This design comes from an exercise in tuning for small area, a short achievable clock period and few clock cycles per item on the open sky130 flow, not from production work.
Only simulation tests tie the RTL to the original design; equivalence was not proved.
No activity file was given, so power comes from the tool's default toggle rates.

job 105:
==> flow/design.v <==
module CORDIC (
    input clk,
    input rst,
    input input_ready,
    input [15:0] angle,
    output reg output_ready,
    output reg signed [15:0] cosine_out,
    output reg signed [15:0] sine_out
);
    reg               busy;
    reg               first;  
    reg        [3:0]  m;      
    reg               up;     
    reg signed [11:0] r;      
    reg        [10:0] t;      
    reg               d1, d2;   
    reg               f1, f0;   
    function [16:0] bk_add;
        input [16:0] a, b;
        input        cin;
        reg [16:0] g, p, G, P, c;
        integer i, d;
        begin
            g = a & b;
            p = a ^ b;
            G = g;
            P = p;
            for (d = 1; d < 17; d = d * 2)
                for (i = 2 * d - 1; i < 17; i = i + 2 * d) begin
                    G[i] = G[i] | (P[i] & G[i - d]);
                    P[i] = P[i] & P[i - d];
                end
            for (d = 8; d >= 1; d = d / 2)
                for (i = 3 * d - 1; i < 17; i = i + 2 * d) begin
                    G[i] = G[i] | (P[i] & G[i - d]);
                    P[i] = P[i] & P[i - d];
                end
            c[0] = cin;
            for (i = 1; i < 17; i = i + 1)
                c[i] = G[i - 1] | (P[i - 1] & cin);
            bk_add = p ^ c;
        end
    endfunction
    function signed [15:0] sh;
        input signed [15:0] x;
        input [3:0] m;
        reg signed [15:0] y;
        begin
            y = x >>> 4;
            y = m[3] ? y >>> 8 : y;
            y = m[2] ? y >>> 4 : y;
            y = m[1] ? y >>> 2 : y;
            sh = m[0] ? y >>> 1 : y;
        end
    endfunction
    wire in_d1 = (angle >= 16'd11520);
    wire in_d2 = in_d1 ? (angle >= 16'd18321) : (angle >= 16'd4719);
    wire in_f1 = in_d1 ? (angle >= 16'd21914) : (angle >= 16'd8312);
    wire in_f0 = in_d1 ? (angle >= 16'd14728) : (angle >= 16'd1126);
    wire d3 = d2 ? f1 : f0;
    wire [3:0] m_next = busy ? m + 4'd1 : 4'd0;
    reg [10:0] t_next;
    always @* begin
        case (m_next)
            4'd0: t_next = 11'd915;
            4'd1: t_next = 11'd458;
            4'd2: t_next = 11'd205;
            4'd3: t_next = 11'd115;
            4'd4: t_next = 11'd57;
            4'd5: t_next = 11'd29;
            4'd6: t_next = 11'd14;
            4'd7: t_next = 11'd7;
            4'd8: t_next = 11'd4;
            4'd9: t_next = 11'd2;
            default: t_next = 11'd1;
        endcase
    end
    reg [11:0] z4;    
    always @* begin
        case ({d1, d2, d3})
            3'b111: z4 = 12'd3258;
            3'b110: z4 = 12'd3706;
            3'b101: z4 = 12'd168;
            3'b100: z4 = 12'd616;
            3'b011: z4 = 12'd1944;
            3'b010: z4 = 12'd2392;
            3'b001: z4 = 12'd2950;
            default: z4 = 12'd3398;    
        endcase
    end
    wire [11:0] k = first ? ~z4 : ({12{up}} ^ {1'd0, t});
    wire [16:0] r_w = bk_add({5'd0, r}, {5'd0, k}, up | first);
    wire signed [11:0] r_n = r_w[11:0];
    reg signed [15:0] c4, s4;
    always @* begin
        case ({d1, d2, d3})
            3'b111: begin c4 = -16'sd1553; s4 = 16'sd32645; end
            3'b110: begin c4 = 16'sd6529;  s4 = 16'sd32023; end
            3'b101: begin c4 = 16'sd13990; s4 = 16'sd29536; end
            3'b100: begin c4 = 16'sd20830; s4 = 16'sd25184; end
            3'b011: begin c4 = 16'sd25184; s4 = 16'sd20830; end
            3'b010: begin c4 = 16'sd29536; s4 = 16'sd13990; end
            3'b001: begin c4 = 16'sd32023; s4 = 16'sd6529;  end
            default: begin c4 = 16'sd32645; s4 = -16'sd1553; end
        endcase
    end
    wire signed [15:0] ss = busy ? sh(sine_out, m) : 16'sd0;
    wire signed [15:0] cs = busy ? sh(cosine_out, m) : 16'sd0;
    wire [16:0] c_w = bk_add({1'b0, cosine_out}, {1'b0, ss ^ {16{up}}}, up);
    wire [16:0] s_w = bk_add({1'b0, sine_out}, {1'b0, cs ^ {16{~up}}}, ~up);
    always @(posedge clk) begin
        if (rst) begin
            busy <= 1'b0;
            output_ready <= 1'b0;
        end else if (busy) begin
            if (m == 4'd11) begin
                busy <= 1'b0;
                output_ready <= 1'b1;
            end
        end else if (input_ready) begin
            busy <= 1'b1;
            output_ready <= 1'b0;
        end
        first <= ~rst && ~busy && input_ready;
        cosine_out <= first ? c4 : c_w[15:0];
        sine_out <= first ? s4 : s_w[15:0];
        t <= t_next;
        up <= ~r_n[11];
        d1 <= in_d1;
        d2 <= in_d2;
        f1 <= in_f1;
        f0 <= in_f0;
        if (busy) begin
            m <= m + 4'd1;
            r <= r_n;
        end else begin
            m <= 4'd15;
            r <= (angle >= 16'd25546) ? 12'd1162 : angle[11:0];
        end
    end
endmodule
Settings: LEC_CHECK=0, ABC_AREA=1, CAP_MARGIN=20, CORE_MARGIN=2, CORE_UTILIZATION=40, SLEW_MARGIN=20; clock period 10.0 ns.
standard.sh (not shown) runs the stock make flow with config.mk's settings and CLKGATE_MAP_FILE= SYNTH_SCRIPT=/design/flow/synth_recipe.tcl, a recipe that flattens the netlist after the stock synthesis.
==> flow/flow/run.sh <==
#!/bin/bash
# Standard layout with extra make settings for timing repair and the clock tree.
set -euo pipefail
bash standard.sh SETUP_SLACK_MARGIN=7 'BUFFER_PORTS_ARGS=-buffer_cell sky130_fd_sc_hd__buf_2' 'CTS_ARGS=-sink_clustering_enable -repair_clock_nets -dont_use_dummy_load -buf_list {sky130_fd_sc_hd__clkbuf_2 sky130_fd_sc_hd__clkbuf_4 sky130_fd_sc_hd__clkbuf_8}' finish > make_finish.log 2>&1
Both conditions hold for job 105: the flow ran to the end and the final layout passed the timing, DRC and antenna checks.
Testbench counts of job 105, summed over its fixed seeds: cycles 33,600, items 2,400.
#### Input delta (job 102 over job 105)
-- flow/design.v --
<<< job 105, line 12
    reg        [3:0]  m;      
    reg               up;     
    reg signed [11:0] r;      
    reg        [10:0] t;      
    reg               d1, d2;   
>>> job 102, line 12
    reg        [3:0]  m;      
    reg               up;     
    reg signed [12:0] r;      
    reg        [10:0] t;      
    reg               d1, d2;   
<<< job 105, line 76
        endcase
    end
    reg [11:0] z4;    
    always @* begin
        case ({d1, d2, d3})
            3'b111: z4 = 12'd3258;
            3'b110: z4 = 12'd3706;
            3'b101: z4 = 12'd168;
            3'b100: z4 = 12'd616;
            3'b011: z4 = 12'd1944;
            3'b010: z4 = 12'd2392;
            3'b001: z4 = 12'd2950;
            default: z4 = 12'd3398;    
        endcase
    end
    wire [11:0] k = first ? ~z4 : ({12{up}} ^ {1'd0, t});
    wire [16:0] r_w = bk_add({5'd0, r}, {5'd0, k}, up | first);
    wire signed [11:0] r_n = r_w[11:0];
    reg signed [15:0] c4, s4;
    always @* begin
>>> job 102, line 76
        endcase
    end
    reg [12:0] z4;    
    always @* begin
        case ({d1, d2, d3})
            3'b111: z4 = 13'd7354;
            3'b110: z4 = 13'd3706;
            3'b101: z4 = 13'd168;
            3'b100: z4 = 13'd4712;
            3'b011: z4 = 13'd1944;
            3'b010: z4 = 13'sd6488;
            3'b001: z4 = 13'sd2950;
            default: z4 = 13'd7494;    
        endcase
    end
    wire [12:0] k = first ? ~z4 : ({13{up}} ^ {2'd0, t});
    wire [16:0] r_w = bk_add({4'd0, r}, {4'd0, k}, up | first);
    wire signed [12:0] r_n = r_w[12:0];
    reg signed [15:0] c4, s4;
    always @* begin
<<< job 105, line 126
        sine_out <= first ? s4 : s_w[15:0];
        t <= t_next;
        up <= ~r_n[11];
        d1 <= in_d1;
        d2 <= in_d2;
>>> job 102, line 126
        sine_out <= first ? s4 : s_w[15:0];
        t <= t_next;
        up <= ~r_n[12];
        d1 <= in_d1;
        d2 <= in_d2;
<<< job 105, line 136
        end else begin
            m <= 4'd15;
            r <= (angle >= 16'd25546) ? 12'd1162 : angle[11:0];
        end
    end
>>> job 102, line 136
        end else begin
            m <= 4'd15;
            r <= (angle >= 16'd25546) ? 13'd1162 : angle[12:0];
        end
    end
Notes after the runs:
Job 102 went all the way through synthesis, placement and routing and the layout is clean on timing, DRC and antenna. Share of synthesized area occupied by flip-flops and latches | job 102 below job 105. Job 102: cell area is 0.74% lower than what job 105 reported. Looking at job 105 and job 102, the switching power of the nets is a wash. Job 105 → job 102: netlist area before placement increased about 3.6%, power moved down, synthesized instance count increased 1.9%, maximum fanout count along the critical path has decreased, post-layout worst setup margin picked up an extra 0.051 ns. Job 102: number of detailed-routing iterations run before antenna repair is 2 higher than what job 105 reported. [compare] base=job 105 new=job 102: met2 global-route usage up 0.57 points, count of buffering cells on the critical path with inverters included down 1, wire length of the first global-routing pass up 1.2 mm.
Testbench counts of job 102, summed over its fixed seeds: cycles 33,600, items 2,400.

---

CORDIC, a different RTL version from the one above (not shown whole).
Size: about 66 flip-flops, ~52 I/O pins, roughly 5600 um2 of cells after synthesis.
==> module CORDIC, before the edit <==
module CORDIC (
    input clk,
    input rst,
    input input_ready,
    input [15:0] angle,
    output reg output_ready,
    output reg signed [15:0] cosine_out,
    output reg signed [15:0] sine_out
);
    reg               busy;
    reg        [3:0]  m;      
    reg               d1;     
    reg               up;     
    reg signed [12:0] r;      
    reg               big;    
    reg               first;  
    function [16:0] bk_add;
        input [16:0] a, b;
        input        cin;
        input integer w;
        reg [16:0] g, p, G, P, c;
        integer i, d;
        begin
            g = a & b;
            p = a ^ b;
            G = g;
            P = p;
            for (d = 1; d < 17; d = d * 2)
                for (i = 2 * d - 1; i < 17; i = i + 2 * d) begin
                    G[i] = G[i] | (P[i] & G[i - d]);
                    P[i] = P[i] & P[i - d];
                end
            for (d = 8; d >= 1; d = d / 2)
                for (i = 3 * d - 1; i < 17; i = i + 2 * d) begin
                    G[i] = G[i] | (P[i] & G[i - d]);
                    P[i] = P[i] & P[i - d];
                end
            c[0] = cin;
            for (i = 1; i < 17; i = i + 1)
                c[i] = G[i - 1] | (P[i - 1] & cin);
            bk_add = p ^ c;
        end
    endfunction
    function signed [15:0] sh;
        input signed [15:0] x;
        input [3:0] m;
        reg signed [15:0] y;
        begin
            y = x >>> 3;
            y = m[3] ? y >>> 8 : y;
            y = m[2] ? y >>> 4 : y;
            y = m[1] ? y >>> 2 : y;
            sh = m[0] ? y >>> 1 : y;
        end
    endfunction
    wire in_d1 = (angle >= 16'd11520);
    wire in_d2 = in_d1 ? (angle >= 16'd18321) : (angle >= 16'd4719);
    wire [3:0] m_next = busy ? m + 4'd1 : 4'd0;
    reg [10:0] t_next;
    always @* begin
        case (m_next)
            4'd0: t_next = 11'd1824;
            4'd1: t_next = 11'd915;
            4'd2: t_next = 11'd458;
            4'd3: t_next = 11'd205;
            4'd4: t_next = 11'd115;
            4'd5: t_next = 11'd57;
            4'd6: t_next = 11'd29;
            4'd7: t_next = 11'd14;
            4'd8: t_next = 11'd7;
            4'd9: t_next = 11'd4;
            4'd10: t_next = 11'd2;
            4'd11: t_next = 11'd1;
            4'd12: t_next = 11'd1;
            default: t_next = 11'd1;
        endcase
    end
    reg [10:0] t;
    wire signed [12:0] k0 = d1 ? (up ? -13'sd21914 : -13'sd14728)
                               : (up ? -13'sd8312 : -13'sd1126);
    wire [12:0] k = first ? k0 : ({13{up}} ^ {2'd0, t});
    wire [16:0] r_w = bk_add({4'd0, r}, {4'd0, k}, up & ~first, 13);
    wire signed [12:0] r_n = r_w[12:0];
    wire signed [15:0] c3 = d1 ? (up ? 16'sd2488 : 16'sd17410)
                               : (up ? 16'sd27360 : 16'sd32334);
    wire signed [15:0] s3 = d1 ? (up ? 16'sd32334 : 16'sd27360)
                               : (up ? 16'sd17410 : 16'sd2488);
    wire signed [15:0] ss = busy ? sh(sine_out, m) : 16'sd0;
    wire signed [15:0] cs = busy ? sh(cosine_out, m) : 16'sd0;
    wire [16:0] c_w = bk_add({1'b0, cosine_out}, {1'b0, ss ^ {16{up}}}, up, 16);
    wire signed [15:0] c_n = c_w[15:0];
    wire [16:0] s_w = bk_add({1'b0, sine_out}, {1'b0, cs ^ {16{~up}}}, ~up, 16);
    wire signed [15:0] s_n = s_w[15:0];
    always @(posedge clk) begin
        if (rst) begin
            busy <= 1'b0;
            output_ready <= 1'b0;
        end else if (busy) begin
            if (m == 4'd12) begin
                busy <= 1'b0;
                output_ready <= 1'b1;
            end
        end else if (input_ready) begin
            busy <= 1'b1;
            output_ready <= 1'b0;
        end
        first <= ~rst && ~busy && input_ready;
        cosine_out <= first ? c3 : c_n;
        sine_out <= first ? s3 : s_n;
        t <= t_next;
        if (busy) begin
            m <= m + 4'd1;
            r <= r_n;
            up <= ~r_n[12] | big;
        end else begin
            m <= 4'd15;
            r <= angle[12:0];
            big <= (angle >= 16'd25546);
            d1 <= in_d1;
            up <= in_d2;
        end
    end
endmodule
Settings: LEC_CHECK=0, ABC_AREA=1, CAP_MARGIN=20, CORE_MARGIN=2, CORE_UTILIZATION=40, CTS_BUF_LIST=sky130_fd_sc_hd__clkbuf_2 sky130_fd_sc_hd__clkbuf_4 sky130_fd_sc_hd__clkbuf_8, SLEW_MARGIN=20; clock period 10.0 ns.
==> flow/flow/run.sh <==
#!/bin/bash
# Standard layout with extra make settings for timing repair.
set -euo pipefail
bash standard.sh SETUP_SLACK_MARGIN=6.5 'BUFFER_PORTS_ARGS=-buffer_cell sky130_fd_sc_hd__buf_2' finish > make_finish.log 2>&1
Testbench counts at the start, summed over its fixed seeds: cycles 36,000, items 2,400.
Next try:
--- a/flow/design.v
+++ b/flow/design.v
@@ -12,6 +12,5 @@
     reg               d1;     
     reg               up;     
-    reg signed [12:0] r;      
-    reg               big;    
+    reg signed [16:0] r;      
     reg               first;  
     function [16:0] bk_add;
@@ -42,16 +41,4 @@
         end
     endfunction
-    function signed [15:0] sh;
-        input signed [15:0] x;
-        input [3:0] m;
-        reg signed [15:0] y;
-        begin
-            y = x >>> 3;
-            y = m[3] ? y >>> 8 : y;
-            y = m[2] ? y >>> 4 : y;
-            y = m[1] ? y >>> 2 : y;
-            sh = m[0] ? y >>> 1 : y;
-        end
-    endfunction
     wire in_d1 = (angle >= 16'd11520);
     wire in_d2 = in_d1 ? (angle >= 16'd18321) : (angle >= 16'd4719);
@@ -77,15 +64,14 @@
     end
     reg [10:0] t;
-    wire signed [12:0] k0 = d1 ? (up ? -13'sd21914 : -13'sd14728)
-                               : (up ? -13'sd8312 : -13'sd1126);
-    wire [12:0] k = first ? k0 : ({13{up}} ^ {2'd0, t});
-    wire [16:0] r_w = bk_add({4'd0, r}, {4'd0, k}, up & ~first, 13);
-    wire signed [12:0] r_n = r_w[12:0];
+    wire signed [16:0] k0 = d1 ? (up ? -17'sd21914 : -17'sd14728)
+                               : (up ? -17'sd8312 : -17'sd1126);
+    wire [16:0] k = first ? k0 : ({17{up}} ^ {6'd0, t});
+    wire signed [16:0] r_n = bk_add(r, k, up & ~first, 17);
     wire signed [15:0] c3 = d1 ? (up ? 16'sd2488 : 16'sd17410)
                                : (up ? 16'sd27360 : 16'sd32334);
     wire signed [15:0] s3 = d1 ? (up ? 16'sd32334 : 16'sd27360)
                                : (up ? 16'sd17410 : 16'sd2488);
-    wire signed [15:0] ss = busy ? sh(sine_out, m) : 16'sd0;
-    wire signed [15:0] cs = busy ? sh(cosine_out, m) : 16'sd0;
+    wire signed [15:0] ss = busy ? (sine_out >>> 3) >>> m : 16'sd0;
+    wire signed [15:0] cs = busy ? (cosine_out >>> 3) >>> m : 16'sd0;
     wire [16:0] c_w = bk_add({1'b0, cosine_out}, {1'b0, ss ^ {16{up}}}, up, 16);
     wire signed [15:0] c_n = c_w[15:0];
@@ -112,9 +98,8 @@
             m <= m + 4'd1;
             r <= r_n;
-            up <= ~r_n[12] | big;
+            up <= ~r_n[16];
         end else begin
             m <= 4'd15;
-            r <= angle[12:0];
-            big <= (angle >= 16'd25546);
+            r <= {1'b0, angle};
             d1 <= in_d1;
             up <= in_d2;
The new run passed the timing, DRC and antenna checks. Cell area rises by 4.4%. Area after synthesis rises by 5.2%. Power rises by 19%. Worst setup slack got worse by 10 ps. Die area rises by 5.0%. First-iteration DRC count rises by 32%. Worst hold slack improved by 9.4 ps. Via count rises by 4.6%. Non-clock buffer count rises by 5. Clock power falls by 9.7%. Cell count rises by 4.0%. Critical path depth falls by 5. Sequential share of layout area falls by 0.17 points. Sequential power rises by 9.4%.
Testbench counts after the change, summed over its fixed seeds: cycles 36,000, items 2,400.

==> static timing again, ports no longer ideal <==
Ports are ideal in the flow. The routed layouts listed here were re-timed in OpenROAD. Step 1 assumes that a clkbuf_16 drives the clock port and a buf_2 every other input. Step 2 moves the port delays by t, midway between the first and last clock arrival at a register: inputs arrive t later, outputs are due t later. That takes back most of the time a late clock gives input paths. Slacks: no drivers / after step 1 / after step 2; pairs: no drivers / after step 1.
| run | t (ns) | setup WS [ns] | worst setup path after step 2 | worst data-port slew with drivers (ns) |
|---|---|---|---|---|
| job 105 | 0.379 | 6.968 / 6.937 / 6.710 | input to register | 0.03 |
| job 102 | 0.407 | 7.020 / 6.983 / 6.726 | input to register | 0.03 |
| the first run of note 2 | 0.409 | 6.803 / 6.803 / 6.727 | input to register | 0.03 |
| the second run of note 2 | 0.413 | 6.792 / 6.792 / 6.792 | register to register | 0.03 |
After both steps setup and hold are still met in every run listed. The setup slack of job 102, which loses most, moves by -0.037 ns with the drivers and by -0.294 ns with both steps.
